Background: an optimization exercise with open tools, aiming at small area. Do not read the settings as production practice. RTL that was checked went through simulation tests only; none was proved equivalent to the original. Power and IR drop assume default switching activity.

==> wip/cedar: inputs <==
Design hdmi_rx, start of the top module:
module hdmi_rx (
  input  wire       clk,           
  input  wire       rst,           
  input  wire [9:0] raw0,          
  input  wire [9:0] raw1,
  input  wire [9:0] raw2,
  input  wire [4:0] dly_cnt0,      
  input  wire [4:0] dly_cnt1,
  input  wire [4:0] dly_cnt2,
  output wire [2:0] dly_ce,        
  output wire [2:0] dly_inc,       
  output wire [2:0] bitslip,       
  output wire [9:0] tmds_d0,       
  output wire [9:0] tmds_d1,
  output wire [9:0] tmds_d2,
  output wire       data_valid,    
  output wire       data_ready,    
  output wire       hsync,         
  output wire       vsync,
  output wire [2:0] vde,
  output wire [7:0] blue,
  output wire [7:0] green,
  output wire [7:0] red
);
make LEC_CHECK=0 CAP_MARGIN=20 CORE_MARGIN=2 CORE_UTILIZATION=40 SLEW_MARGIN=20 finish   # period 5.0 ns
run.sh (not shown) runs the stock make flow with config.mk's settings and CLKGATE_MAP_FILE= SYNTH_SCRIPT=/design/flow/synth_recipe.tcl, a recipe that flattens the netlist after the stock synthesis.
==> wip/yarrow (differences from wip/cedar) <==
--- a/flow/design.v
+++ b/flow/design.v
@@ -1,15 +1,16 @@
 module DRAM32XN (
   input  wire       CLK,
-  input  wire       RST,         
-  input  wire       RST_Q,       
   input  wire [9:0] DATA_IN,
-  input  wire       WE,          
   input  wire       WE_Q,        
   input  wire [3:0] WA,
   input  wire [3:0] RA,
+  input  wire       RD_HIST,     
+  input  wire       LD,          
+  input  wire [3:0] PA,
+  input  wire       PF,
   output wire [9:0] DATA_Q,      
   output wire [9:0] DOUT         
 );
 reg [9:0] hist [0:15];           
 integer k;
 always @ (posedge CLK) begin
@@ -17,68 +18,48 @@
   hist[2] <= hist[1] & {10{WE_Q}};
   for (k = 3; k < 16; k = k + 1)
     hist[k] <= hist[k-1];
   hist[0] <= hist[15];
 end
 assign DATA_Q = hist[1];
-wire [3:0] age = WA - RA;
 reg [9:0] pv;
-reg [3:0] pa;
-reg       pf;
-wire      ld = RST_Q & WE & ~RST;
-always @ (posedge CLK) begin
-  if (ld) begin
+always @ (posedge CLK)
+  if (LD)
     pv <= DATA_IN;
-    pa <= WA;
-  end
-  if (RST)
-    pf <= 1'b0;
-  else if (ld)
-    pf <= 1'b1;
-  else if (WE && WA == pa)
-    pf <= 1'b0;
-end
-assign DOUT = (pf && RA == pa) ? pv :
-              (WE && WE_Q && !RST_Q) ? hist[age] : 10'd0;
+wire [3:0] age = WA - RA;
+assign DOUT = (PF && RA == PA) ? pv :
+              RD_HIST ? hist[age] : 10'd0;
 endmodule
 `timescale 1 ns / 1ps
 module chnlbond (
   input  wire       clk,
   input  wire       rst,
-  input  wire       rst_q,
   input  wire [9:0] rawdata,
-  input  wire       iamvld,
-  input  wire       other_ch0_vld,
-  input  wire       other_ch1_vld,
+  input  wire       rawdata_vld,
   input  wire       other_ch0_rdy,
   input  wire       other_ch1_rdy,
   output reg        iamrdy,
   output reg [9:0]  sdata,
-  output wire [9:0] rawdata_q
+  output wire [9:0] rawdata_q,
+  input  wire [3:0] wa,
+  input  wire       we_q,
+  input  wire       rd_hist,
+  input  wire       vld_rising,
+  input  wire       ld,
+  input  wire [3:0] pa,
+  input  wire       pf
 );
   localparam CTRLTOKEN0 = 10'b1101010100;
   localparam CTRLTOKEN1 = 10'b0010101011;
   localparam CTRLTOKEN2 = 10'b0101010100;
   localparam CTRLTOKEN3 = 10'b1010101011;
-  wire rawdata_vld = other_ch0_vld & other_ch1_vld & iamvld;
-  reg [3:0] wa, ra;
-  reg we, we_q;
-  always @ (posedge clk) begin
-    we   <= rawdata_vld;
-    we_q <= we;
-  end
-  always @ (posedge clk) begin
-    if(rawdata_vld)
-      wa <= wa + 1'b1;
-    else
-      wa <= 4'h0;
-  end
+  reg [3:0] ra;
   wire [9:0] dpfo_dout;
   DRAM32XN cbfifo_i (
-    .CLK(clk), .RST(rst), .RST_Q(rst_q), .DATA_IN(rawdata),
-    .WE(we), .WE_Q(we_q), .WA(wa), .RA(ra),
+    .CLK(clk), .DATA_IN(rawdata), .WE_Q(we_q), .WA(wa), .RA(ra),
+    .RD_HIST(rd_hist), .LD(ld), .PA(pa), .PF(pf),
     .DATA_Q(rawdata_q), .DOUT(dpfo_dout));
   always @ (posedge clk) begin
     sdata <= dpfo_dout;
   end
   reg rcvd_ctkn, rcvd_ctkn_q;
   reg blnkbgn;
@@ -99,19 +80,18 @@
   always @ (posedge clk) begin
     if(!rawdata_vld)
       iamrdy <= 1'b0;
     else if(next_blnkbgn)
       iamrdy <= 1'b1;
   end
-  wire rawdata_vld_rising = we & !we_q;
   wire all_rdy = other_ch0_rdy & other_ch1_rdy & iamrdy;
   reg ra_en;
   always @ (posedge clk) begin
     if(rst)
       ra_en <= 1'b0;
-    else if(rawdata_vld_rising || all_rdy)
+    else if(vld_rising || all_rdy)
       ra_en <= 1'b1;
     else if(next_blnkbgn)
       ra_en <= 1'b0;
   end
   always @ (posedge clk) begin
     if(!rawdata_vld)
@@ -179,34 +159,29 @@
   localparam [3:0] PSALGND1    = 4'd12;  
   localparam [3:0] PSALGND     = 4'd13;
   localparam [3:0] PSALGNERR1  = 4'd14;  
   localparam [3:0] PSALGNERR   = 4'd15;
   reg [3:0] cstate, nstate;
   reg [9:0] ps_cnt;
+  reg [9:0] openeye_bgn;
+  wire [9:0] eye_sum = openeye_bgn + ps_cnt;
+  wire [9:0] to_mid  = {1'b0, eye_sum[9:1]} - ps_cnt;
+  reg found_jtrzone;
+  reg [2:0] openeye_counter;   
+  reg [1:0] inc_since_eye;     
+  wire found_vld_openeye = (openeye_counter == 3'd5);
   always @ (posedge clk) begin
     if(rst)
       ps_cnt <= 10'h0;
-    else if(cstate == PSINCDONE)
+    else if(cstate == JTRZONE && found_vld_openeye)
+      ps_cnt <= to_mid;
+    else if(cstate == PSINCDONE || cstate == PSDECDONE)
       ps_cnt <= ps_cnt + 1'b1;
-    else if(cstate == PSDECDONE)
-      ps_cnt <= ps_cnt - 1'b1;
-  end
-  reg ps_cnt_full;
-  always @ (posedge clk) begin
-    ps_cnt_full <= ps_cnt[9];
   end
-  reg [9:0] openeye_bgn, jtrzone_bgn;
-  wire [9:0] eye_sum = openeye_bgn + jtrzone_bgn;
-  reg psdec_cnt_end;
-  always @ (posedge clk) begin
-    psdec_cnt_end <= (ps_cnt == {1'b0, eye_sum[9:1]});
-  end
-  reg found_jtrzone;
-  reg [2:0] openeye_counter;   
-  reg [1:0] inc_since_eye;     
-  wire found_vld_openeye = (openeye_counter == 3'd5);
+  wire ps_cnt_full   = ps_cnt[9];
+  wire psdec_cnt_end = (ps_cnt == 10'd0);
   always @ (posedge clk) begin
     if (rst)
       cstate <= INITDEC;
     else
       cstate <= nstate;
   end
@@ -246,13 +221,12 @@
   assign psalgnerr = (cstate == PSALGNERR);
   always @ (posedge clk) begin
     if(rst) begin
       psen            <= 1'b0;
       psincdec        <= 1'b0;
       openeye_bgn     <= 10'h0;
-      jtrzone_bgn     <= 10'h0;
       found_jtrzone   <= 1'b0;
       openeye_counter <= 3'd0;
       inc_since_eye   <= 2'd0;
       ctkn_srh_rst    <= 1'b1;
       ctkn_cnt_rst    <= 1'b1;
     end else begin
@@ -260,13 +234,12 @@
       psincdec <= (cstate == IDLE) || (cstate == RCVDCTKN) || (cstate == PSINC) ||
                   (cstate == PSINCDONE) || (cstate == TESTOVFLW) || (cstate == EYEOPENS) ||
                   (cstate == JTRZONE) || (cstate == PSALGNERR1) || (cstate == PSALGNERR);
       ctkn_srh_rst <= !((cstate == IDLE) || (cstate == RCVDCTKN));
       ctkn_cnt_rst <= !(cstate == RCVDCTKN);
       if (cstate == JTRZONE) begin
-        jtrzone_bgn   <= ps_cnt;
         found_jtrzone <= 1'b1;
       end
       if (cstate == EYEOPENS) begin
         if (found_jtrzone) begin
           if (inc_since_eye == 2'd1) begin
             if (!found_vld_openeye)
@@ -289,21 +262,26 @@
   input  wire pclk_x1_in,
   input  wire [9:0] data_raw,       
   input  wire [4:0] idelay_cnt,     
   output wire ps_ce,                
   output wire ps_inc,               
   output wire bitslip,              
-  input  wire other_ch0_vld,  
-  input  wire other_ch1_vld,  
+  input  wire all_vld,        
   input  wire other_ch0_rdy,  
   input  wire other_ch1_rdy,  
   output wire iamvld,         
   output wire iamrdy,         
   output wire [9:0] vdout,    
   input  wire rst_fsm,
-  input  wire rst_fsm_q       
+  input  wire [3:0] wa,       
+  input  wire we_q,
+  input  wire rd_hist,
+  input  wire vld_rising,
+  input  wire ld,
+  input  wire [3:0] pa,
+  input  wire pf
 );
 wire pclk = pclk_x1_in;
 wire phasealigned;
 wire psalgnerr;
 wire [9:0] data_q;
 wire ps_overflow = &idelay_cnt;
@@ -331,22 +309,21 @@
   .psalgnerr(psalgnerr)
 );
 assign iamvld = phasealigned;
 chnlbond ChannelBond (
   .clk(pclk),
   .rst(rst_fsm),
-  .rst_q(rst_fsm_q),
   .rawdata(data_raw),
-  .iamvld(phasealigned),
-  .other_ch0_vld(other_ch0_vld),
-  .other_ch1_vld(other_ch1_vld),
+  .rawdata_vld(all_vld),
   .other_ch0_rdy(other_ch0_rdy),
   .other_ch1_rdy(other_ch1_rdy),
   .iamrdy(iamrdy),
   .sdata(vdout),
-  .rawdata_q(data_q)
+  .rawdata_q(data_q),
+  .wa(wa), .we_q(we_q), .rd_hist(rd_hist), .vld_rising(vld_rising),
+  .ld(ld), .pa(pa), .pf(pf)
 );
 endmodule
 `timescale 1ns / 1ps
 module decoder
 (
   input  wire clk,
@@ -430,34 +407,60 @@
   output wire [7:0] blue,
   output wire [7:0] green,
   output wire [7:0] red
 );
 wire blue_vld, green_vld, red_vld;
 wire blue_rdy, green_rdy, red_rdy;
-reg rst_q;
-always @ (posedge clk) rst_q <= rst;
 assign data_valid = blue_vld & green_vld & red_vld;
 assign data_ready = blue_rdy & green_rdy & red_rdy;
+reg       rst_q;       
+reg       we, we_q;    
+reg [3:0] wa;          
+reg [3:0] pa;          
+reg       pf;          
+wire      ld = rst_q & we & ~rst;
+always @ (posedge clk) begin
+  rst_q <= rst;
+  we    <= data_valid;
+  we_q  <= we;
+  if (data_valid)
+    wa <= wa + 1'b1;
+  else
+    wa <= 4'h0;
+  if (ld)
+    pa <= wa;
+  if (rst)
+    pf <= 1'b0;
+  else if (ld)
+    pf <= 1'b1;
+  else if (we && wa == pa)
+    pf <= 1'b0;
+end
+wire rd_hist = we & we_q & ~rst_q;    
+wire vld_rising = we & ~we_q;         
 syncer bluesyncer (
   .pclk_x1_in(clk), .data_raw(raw0), .idelay_cnt(dly_cnt0),
   .ps_ce(dly_ce[0]), .ps_inc(dly_inc[0]), .bitslip(bitslip[0]),
-  .other_ch0_vld(green_vld), .other_ch1_vld(red_vld),
-  .other_ch0_rdy(green_rdy), .other_ch1_rdy(red_rdy),
-  .iamvld(blue_vld), .iamrdy(blue_rdy), .vdout(tmds_d0), .rst_fsm(rst), .rst_fsm_q(rst_q));
+  .all_vld(data_valid), .other_ch0_rdy(green_rdy), .other_ch1_rdy(red_rdy),
+  .iamvld(blue_vld), .iamrdy(blue_rdy), .vdout(tmds_d0), .rst_fsm(rst),
+  .wa(wa), .we_q(we_q), .rd_hist(rd_hist), .vld_rising(vld_rising),
+  .ld(ld), .pa(pa), .pf(pf));
 syncer greensyncer (
   .pclk_x1_in(clk), .data_raw(raw1), .idelay_cnt(dly_cnt1),
   .ps_ce(dly_ce[1]), .ps_inc(dly_inc[1]), .bitslip(bitslip[1]),
-  .other_ch0_vld(blue_vld), .other_ch1_vld(red_vld),
-  .other_ch0_rdy(blue_rdy), .other_ch1_rdy(red_rdy),
-  .iamvld(green_vld), .iamrdy(green_rdy), .vdout(tmds_d1), .rst_fsm(rst), .rst_fsm_q(rst_q));
+  .all_vld(data_valid), .other_ch0_rdy(blue_rdy), .other_ch1_rdy(red_rdy),
+  .iamvld(green_vld), .iamrdy(green_rdy), .vdout(tmds_d1), .rst_fsm(rst),
+  .wa(wa), .we_q(we_q), .rd_hist(rd_hist), .vld_rising(vld_rising),
+  .ld(ld), .pa(pa), .pf(pf));
 syncer redsyncer (
   .pclk_x1_in(clk), .data_raw(raw2), .idelay_cnt(dly_cnt2),
   .ps_ce(dly_ce[2]), .ps_inc(dly_inc[2]), .bitslip(bitslip[2]),
-  .other_ch0_vld(blue_vld), .other_ch1_vld(green_vld),
-  .other_ch0_rdy(blue_rdy), .other_ch1_rdy(green_rdy),
-  .iamvld(red_vld), .iamrdy(red_rdy), .vdout(tmds_d2), .rst_fsm(rst), .rst_fsm_q(rst_q));
+  .all_vld(data_valid), .other_ch0_rdy(blue_rdy), .other_ch1_rdy(green_rdy),
+  .iamvld(red_vld), .iamrdy(red_rdy), .vdout(tmds_d2), .rst_fsm(rst),
+  .wa(wa), .we_q(we_q), .rd_hist(rd_hist), .vld_rising(vld_rising),
+  .ld(ld), .pa(pa), .pf(pf));
 wire unused_c0_g, unused_c1_g, unused_c0_r, unused_c1_r;
 decoder bluedecoder (.clk(clk), .data_raw(tmds_d0), .data_ready(data_ready),
   .c0(hsync), .c1(vsync), .vde(vde[0]), .vdout(blue));
 decoder greendecoder (.clk(clk), .data_raw(tmds_d1), .data_ready(data_ready),
   .c0(unused_c0_g), .c1(unused_c1_g), .vde(vde[1]), .vdout(green));
 decoder reddecoder (.clk(clk), .data_raw(tmds_d2), .data_ready(data_ready),
- CTS_BUF_LIST: default -> sky130_fd_sc_hd__clkbuf_4
==> wip/garnet (differences from wip/cedar) <==
--- a/flow/design.v
+++ b/flow/design.v
@@ -1,15 +1,16 @@
 module DRAM32XN (
   input  wire       CLK,
-  input  wire       RST,         
-  input  wire       RST_Q,       
   input  wire [9:0] DATA_IN,
-  input  wire       WE,          
   input  wire       WE_Q,        
   input  wire [3:0] WA,
   input  wire [3:0] RA,
+  input  wire       RD_HIST,     
+  input  wire       LD,          
+  input  wire [3:0] PA,
+  input  wire       PF,
   output wire [9:0] DATA_Q,      
   output wire [9:0] DOUT         
 );
 reg [9:0] hist [0:15];           
 integer k;
 always @ (posedge CLK) begin
@@ -17,68 +18,48 @@
   hist[2] <= hist[1] & {10{WE_Q}};
   for (k = 3; k < 16; k = k + 1)
     hist[k] <= hist[k-1];
   hist[0] <= hist[15];
 end
 assign DATA_Q = hist[1];
-wire [3:0] age = WA - RA;
 reg [9:0] pv;
-reg [3:0] pa;
-reg       pf;
-wire      ld = RST_Q & WE & ~RST;
-always @ (posedge CLK) begin
-  if (ld) begin
+always @ (posedge CLK)
+  if (LD)
     pv <= DATA_IN;
-    pa <= WA;
-  end
-  if (RST)
-    pf <= 1'b0;
-  else if (ld)
-    pf <= 1'b1;
-  else if (WE && WA == pa)
-    pf <= 1'b0;
-end
-assign DOUT = (pf && RA == pa) ? pv :
-              (WE && WE_Q && !RST_Q) ? hist[age] : 10'd0;
+wire [3:0] age = WA - RA;
+assign DOUT = (PF && RA == PA) ? pv :
+              RD_HIST ? hist[age] : 10'd0;
 endmodule
 `timescale 1 ns / 1ps
 module chnlbond (
   input  wire       clk,
   input  wire       rst,
-  input  wire       rst_q,
   input  wire [9:0] rawdata,
-  input  wire       iamvld,
-  input  wire       other_ch0_vld,
-  input  wire       other_ch1_vld,
+  input  wire       rawdata_vld,
   input  wire       other_ch0_rdy,
   input  wire       other_ch1_rdy,
   output reg        iamrdy,
   output reg [9:0]  sdata,
-  output wire [9:0] rawdata_q
+  output wire [9:0] rawdata_q,
+  input  wire [3:0] wa,
+  input  wire       we_q,
+  input  wire       rd_hist,
+  input  wire       vld_rising,
+  input  wire       ld,
+  input  wire [3:0] pa,
+  input  wire       pf
 );
   localparam CTRLTOKEN0 = 10'b1101010100;
   localparam CTRLTOKEN1 = 10'b0010101011;
   localparam CTRLTOKEN2 = 10'b0101010100;
   localparam CTRLTOKEN3 = 10'b1010101011;
-  wire rawdata_vld = other_ch0_vld & other_ch1_vld & iamvld;
-  reg [3:0] wa, ra;
-  reg we, we_q;
-  always @ (posedge clk) begin
-    we   <= rawdata_vld;
-    we_q <= we;
-  end
-  always @ (posedge clk) begin
-    if(rawdata_vld)
-      wa <= wa + 1'b1;
-    else
-      wa <= 4'h0;
-  end
+  reg [3:0] ra;
   wire [9:0] dpfo_dout;
   DRAM32XN cbfifo_i (
-    .CLK(clk), .RST(rst), .RST_Q(rst_q), .DATA_IN(rawdata),
-    .WE(we), .WE_Q(we_q), .WA(wa), .RA(ra),
+    .CLK(clk), .DATA_IN(rawdata), .WE_Q(we_q), .WA(wa), .RA(ra),
+    .RD_HIST(rd_hist), .LD(ld), .PA(pa), .PF(pf),
     .DATA_Q(rawdata_q), .DOUT(dpfo_dout));
   always @ (posedge clk) begin
     sdata <= dpfo_dout;
   end
   reg rcvd_ctkn, rcvd_ctkn_q;
   reg blnkbgn;
@@ -99,19 +80,18 @@
   always @ (posedge clk) begin
     if(!rawdata_vld)
       iamrdy <= 1'b0;
     else if(next_blnkbgn)
       iamrdy <= 1'b1;
   end
-  wire rawdata_vld_rising = we & !we_q;
   wire all_rdy = other_ch0_rdy & other_ch1_rdy & iamrdy;
   reg ra_en;
   always @ (posedge clk) begin
     if(rst)
       ra_en <= 1'b0;
-    else if(rawdata_vld_rising || all_rdy)
+    else if(vld_rising || all_rdy)
       ra_en <= 1'b1;
     else if(next_blnkbgn)
       ra_en <= 1'b0;
   end
   always @ (posedge clk) begin
     if(!rawdata_vld)
@@ -179,34 +159,35 @@
   localparam [3:0] PSALGND1    = 4'd12;  
   localparam [3:0] PSALGND     = 4'd13;
   localparam [3:0] PSALGNERR1  = 4'd14;  
   localparam [3:0] PSALGNERR   = 4'd15;
   reg [3:0] cstate, nstate;
   reg [9:0] ps_cnt;
+  reg [9:0] openeye_bgn;
+  wire [9:0] eye_sum = openeye_bgn + ps_cnt;
+  wire [9:0] to_mid  = {1'b0, eye_sum[9:1]} - ps_cnt;
+  reg found_jtrzone;
+  reg [2:0] openeye_counter;   
+  reg [1:0] inc_since_eye;     
+  wire found_vld_openeye = (openeye_counter == 3'd5);
   always @ (posedge clk) begin
     if(rst)
       ps_cnt <= 10'h0;
-    else if(cstate == PSINCDONE)
+    else if(cstate == JTRZONE && found_vld_openeye)
+      ps_cnt <= to_mid;
+    else if(cstate == PSINCDONE || cstate == PSDECDONE)
       ps_cnt <= ps_cnt + 1'b1;
-    else if(cstate == PSDECDONE)
-      ps_cnt <= ps_cnt - 1'b1;
   end
   reg ps_cnt_full;
   always @ (posedge clk) begin
     ps_cnt_full <= ps_cnt[9];
   end
-  reg [9:0] openeye_bgn, jtrzone_bgn;
-  wire [9:0] eye_sum = openeye_bgn + jtrzone_bgn;
   reg psdec_cnt_end;
   always @ (posedge clk) begin
-    psdec_cnt_end <= (ps_cnt == {1'b0, eye_sum[9:1]});
+    psdec_cnt_end <= (ps_cnt == 10'd0);
   end
-  reg found_jtrzone;
-  reg [2:0] openeye_counter;   
-  reg [1:0] inc_since_eye;     
-  wire found_vld_openeye = (openeye_counter == 3'd5);
   always @ (posedge clk) begin
     if (rst)
       cstate <= INITDEC;
     else
       cstate <= nstate;
   end
@@ -246,13 +227,12 @@
   assign psalgnerr = (cstate == PSALGNERR);
   always @ (posedge clk) begin
     if(rst) begin
       psen            <= 1'b0;
       psincdec        <= 1'b0;
       openeye_bgn     <= 10'h0;
-      jtrzone_bgn     <= 10'h0;
       found_jtrzone   <= 1'b0;
       openeye_counter <= 3'd0;
       inc_since_eye   <= 2'd0;
       ctkn_srh_rst    <= 1'b1;
       ctkn_cnt_rst    <= 1'b1;
     end else begin
@@ -260,13 +240,12 @@
       psincdec <= (cstate == IDLE) || (cstate == RCVDCTKN) || (cstate == PSINC) ||
                   (cstate == PSINCDONE) || (cstate == TESTOVFLW) || (cstate == EYEOPENS) ||
                   (cstate == JTRZONE) || (cstate == PSALGNERR1) || (cstate == PSALGNERR);
       ctkn_srh_rst <= !((cstate == IDLE) || (cstate == RCVDCTKN));
       ctkn_cnt_rst <= !(cstate == RCVDCTKN);
       if (cstate == JTRZONE) begin
-        jtrzone_bgn   <= ps_cnt;
         found_jtrzone <= 1'b1;
       end
       if (cstate == EYEOPENS) begin
         if (found_jtrzone) begin
           if (inc_since_eye == 2'd1) begin
             if (!found_vld_openeye)
@@ -289,21 +268,26 @@
   input  wire pclk_x1_in,
   input  wire [9:0] data_raw,       
   input  wire [4:0] idelay_cnt,     
   output wire ps_ce,                
   output wire ps_inc,               
   output wire bitslip,              
-  input  wire other_ch0_vld,  
-  input  wire other_ch1_vld,  
+  input  wire all_vld,        
   input  wire other_ch0_rdy,  
   input  wire other_ch1_rdy,  
   output wire iamvld,         
   output wire iamrdy,         
   output wire [9:0] vdout,    
   input  wire rst_fsm,
-  input  wire rst_fsm_q       
+  input  wire [3:0] wa,       
+  input  wire we_q,
+  input  wire rd_hist,
+  input  wire vld_rising,
+  input  wire ld,
+  input  wire [3:0] pa,
+  input  wire pf
 );
 wire pclk = pclk_x1_in;
 wire phasealigned;
 wire psalgnerr;
 wire [9:0] data_q;
 wire ps_overflow = &idelay_cnt;
@@ -331,22 +315,21 @@
   .psalgnerr(psalgnerr)
 );
 assign iamvld = phasealigned;
 chnlbond ChannelBond (
   .clk(pclk),
   .rst(rst_fsm),
-  .rst_q(rst_fsm_q),
   .rawdata(data_raw),
-  .iamvld(phasealigned),
-  .other_ch0_vld(other_ch0_vld),
-  .other_ch1_vld(other_ch1_vld),
+  .rawdata_vld(all_vld),
   .other_ch0_rdy(other_ch0_rdy),
   .other_ch1_rdy(other_ch1_rdy),
   .iamrdy(iamrdy),
   .sdata(vdout),
-  .rawdata_q(data_q)
+  .rawdata_q(data_q),
+  .wa(wa), .we_q(we_q), .rd_hist(rd_hist), .vld_rising(vld_rising),
+  .ld(ld), .pa(pa), .pf(pf)
 );
 endmodule
 `timescale 1ns / 1ps
 module decoder
 (
   input  wire clk,
@@ -430,34 +413,60 @@
   output wire [7:0] blue,
   output wire [7:0] green,
   output wire [7:0] red
 );
 wire blue_vld, green_vld, red_vld;
 wire blue_rdy, green_rdy, red_rdy;
-reg rst_q;
-always @ (posedge clk) rst_q <= rst;
 assign data_valid = blue_vld & green_vld & red_vld;
 assign data_ready = blue_rdy & green_rdy & red_rdy;
+reg       rst_q;       
+reg       we, we_q;    
+reg [3:0] wa;          
+reg [3:0] pa;          
+reg       pf;          
+wire      ld = rst_q & we & ~rst;
+always @ (posedge clk) begin
+  rst_q <= rst;
+  we    <= data_valid;
+  we_q  <= we;
+  if (data_valid)
+    wa <= wa + 1'b1;
+  else
+    wa <= 4'h0;
+  if (ld)
+    pa <= wa;
+  if (rst)
+    pf <= 1'b0;
+  else if (ld)
+    pf <= 1'b1;
+  else if (we && wa == pa)
+    pf <= 1'b0;
+end
+wire rd_hist = we & we_q & ~rst_q;    
+wire vld_rising = we & ~we_q;         
 syncer bluesyncer (
   .pclk_x1_in(clk), .data_raw(raw0), .idelay_cnt(dly_cnt0),
   .ps_ce(dly_ce[0]), .ps_inc(dly_inc[0]), .bitslip(bitslip[0]),
-  .other_ch0_vld(green_vld), .other_ch1_vld(red_vld),
-  .other_ch0_rdy(green_rdy), .other_ch1_rdy(red_rdy),
-  .iamvld(blue_vld), .iamrdy(blue_rdy), .vdout(tmds_d0), .rst_fsm(rst), .rst_fsm_q(rst_q));
+  .all_vld(data_valid), .other_ch0_rdy(green_rdy), .other_ch1_rdy(red_rdy),
+  .iamvld(blue_vld), .iamrdy(blue_rdy), .vdout(tmds_d0), .rst_fsm(rst),
+  .wa(wa), .we_q(we_q), .rd_hist(rd_hist), .vld_rising(vld_rising),
+  .ld(ld), .pa(pa), .pf(pf));
 syncer greensyncer (
   .pclk_x1_in(clk), .data_raw(raw1), .idelay_cnt(dly_cnt1),
   .ps_ce(dly_ce[1]), .ps_inc(dly_inc[1]), .bitslip(bitslip[1]),
-  .other_ch0_vld(blue_vld), .other_ch1_vld(red_vld),
-  .other_ch0_rdy(blue_rdy), .other_ch1_rdy(red_rdy),
-  .iamvld(green_vld), .iamrdy(green_rdy), .vdout(tmds_d1), .rst_fsm(rst), .rst_fsm_q(rst_q));
+  .all_vld(data_valid), .other_ch0_rdy(blue_rdy), .other_ch1_rdy(red_rdy),
+  .iamvld(green_vld), .iamrdy(green_rdy), .vdout(tmds_d1), .rst_fsm(rst),
+  .wa(wa), .we_q(we_q), .rd_hist(rd_hist), .vld_rising(vld_rising),
+  .ld(ld), .pa(pa), .pf(pf));
 syncer redsyncer (
   .pclk_x1_in(clk), .data_raw(raw2), .idelay_cnt(dly_cnt2),
   .ps_ce(dly_ce[2]), .ps_inc(dly_inc[2]), .bitslip(bitslip[2]),
-  .other_ch0_vld(blue_vld), .other_ch1_vld(green_vld),
-  .other_ch0_rdy(blue_rdy), .other_ch1_rdy(green_rdy),
-  .iamvld(red_vld), .iamrdy(red_rdy), .vdout(tmds_d2), .rst_fsm(rst), .rst_fsm_q(rst_q));
+  .all_vld(data_valid), .other_ch0_rdy(blue_rdy), .other_ch1_rdy(green_rdy),
+  .iamvld(red_vld), .iamrdy(red_rdy), .vdout(tmds_d2), .rst_fsm(rst),
+  .wa(wa), .we_q(we_q), .rd_hist(rd_hist), .vld_rising(vld_rising),
+  .ld(ld), .pa(pa), .pf(pf));
 wire unused_c0_g, unused_c1_g, unused_c0_r, unused_c1_r;
 decoder bluedecoder (.clk(clk), .data_raw(tmds_d0), .data_ready(data_ready),
   .c0(hsync), .c1(vsync), .vde(vde[0]), .vdout(blue));
 decoder greendecoder (.clk(clk), .data_raw(tmds_d1), .data_ready(data_ready),
   .c0(unused_c0_g), .c1(unused_c1_g), .vde(vde[1]), .vdout(green));
 decoder reddecoder (.clk(clk), .data_raw(tmds_d2), .data_ready(data_ready),
==> notes <==
Between wip/garnet and wip/yarrow, the lower core utilization is in wip/yarrow (gap 0.24 points). Of wip/garnet and wip/yarrow, wip/yarrow has the higher clock skew (gap 0.030 ns). Non-clock buffer count: wip/garnet is higher than wip/yarrow (1). Area after synthesis: wip/yarrow < wip/garnet < wip/cedar. Worst setup slack: wip/yarrow < wip/garnet < wip/cedar. Clock power: wip/yarrow < wip/garnet < wip/cedar. Between wip/cedar and wip/yarrow, the lower sequential share of layout area is in wip/yarrow (gap 0.47 points). Sequential cell count, highest first: wip/cedar, wip/garnet, wip/yarrow. Critical path depth: wip/cedar is higher than wip/yarrow (1). Against wip/yarrow, the first-iteration DRC count of wip/garnet is larger by about 2.8%.
==> figures <==
                                                                                                             wip/cedar                 wip/yarrow                  wip/garnet
Root Buffer                                                                                 sky130_fd_sc_hd__clkbuf_16  sky130_fd_sc_hd__clkbuf_4  sky130_fd_sc_hd__clkbuf_16
Combined area of the multi-input logic cells                                                                13,200 µm²                 12,700 µm²                  12,700 µm²
GR met2 Demand/Resource                                                                                          29.2%                      29.7%                       30.7%
Max Clock Skew                                                                                               0.0334 ns                  0.0590 ns                   0.0288 ns
Number of distinct library cell variants in the gate-level netlist after synthesis                                  83                         83                          78
Post-synth EDFFs                                                                                                    42                         34                          34
Post-synthesis simple-gate area fraction                                                                         14.1%                      14.4%                       14.2%
Arrival time of the worst setup path                                                                           3.04 ns                    3.46 ns                     3.07 ns
Global Route met3 Usage                                                                                          2.56%                      4.28%                       2.93%
Num Clock Sinks                                                                                                    840                        782                         788
Starting utilization of the core area                                                                            40.4%                      40.5%                       40.2%
Post-detailed-routing wire length                                                                            71,900 µm                  69,600 µm                   71,000 µm
Total placed instance area                                                                                  33,400 µm²                 31,600 µm²                  31,900 µm²
Number of cell instances on the worst register-to-register path                                                      9                          7                          10
Standard-cell row count                                                                                            102                         99                         100
Number of clock buffer instances in the layout                                                                     115                        290                         112
Status                                                                                        timing/DRC/antenna clean   timing/DRC/antenna clean    timing/DRC/antenna clean
Crit Reg-Reg Startpoint                                                             redsyncer.PhaseAlignment.cstate[0]                      wa[2]                       wa[0]
Comb_multi_in                                                                                                    1,928                      1,853                       1,856
Final worst path period share                                                                                    80.8%                      89.2%                       81.5%
Met2 Routed Length                                                                                           34,300 µm                  32,600 µm                   33,100 µm
Post-route design area                                                                                      36,400 µm²                 34,100 µm²                  34,700 µm²
Only the layout flow was run in wip/yarrow; the RTL was not checked for function there.

-- port drivers added, routing unchanged --
Ports are ideal in the flow. The routed layouts listed here were re-timed in OpenROAD. Step 1, drivers: a clkbuf_16 drives clk and a buf_2 each remaining input, both assumed. Step 2 adds t to the input delays and takes it off the output delays; t is the mean of the earliest and latest rising clock arrival at the registers after step 1. Input paths then give back, and output paths get back, about the clock's delay inside the block. a / b / c = ideal / step 1 / step 2; a / b = the first two.
| run | shift t [ns] | setup slack, ns | latest minus earliest clock arrival (ns) | slew at the worst register clock pin (ns) | cell pins on the clock port's net |
|---|---|---|---|---|---|
| wip/cedar | 0.691 | 0.960 / 0.895 / 1.586 | 0.036 / 0.036 | 0.07 / 0.07 | 1 |
| wip/yarrow | 1.051 | 0.539 / 0.480 / 1.532 | 0.071 / 0.071 | 0.08 / 0.08 | 1 |
| wip/garnet | 0.686 | 0.926 / 0.860 / 1.209 | 0.032 / 0.032 | 0.06 / 0.06 | 1 |
After both steps every run listed still meets setup and hold.
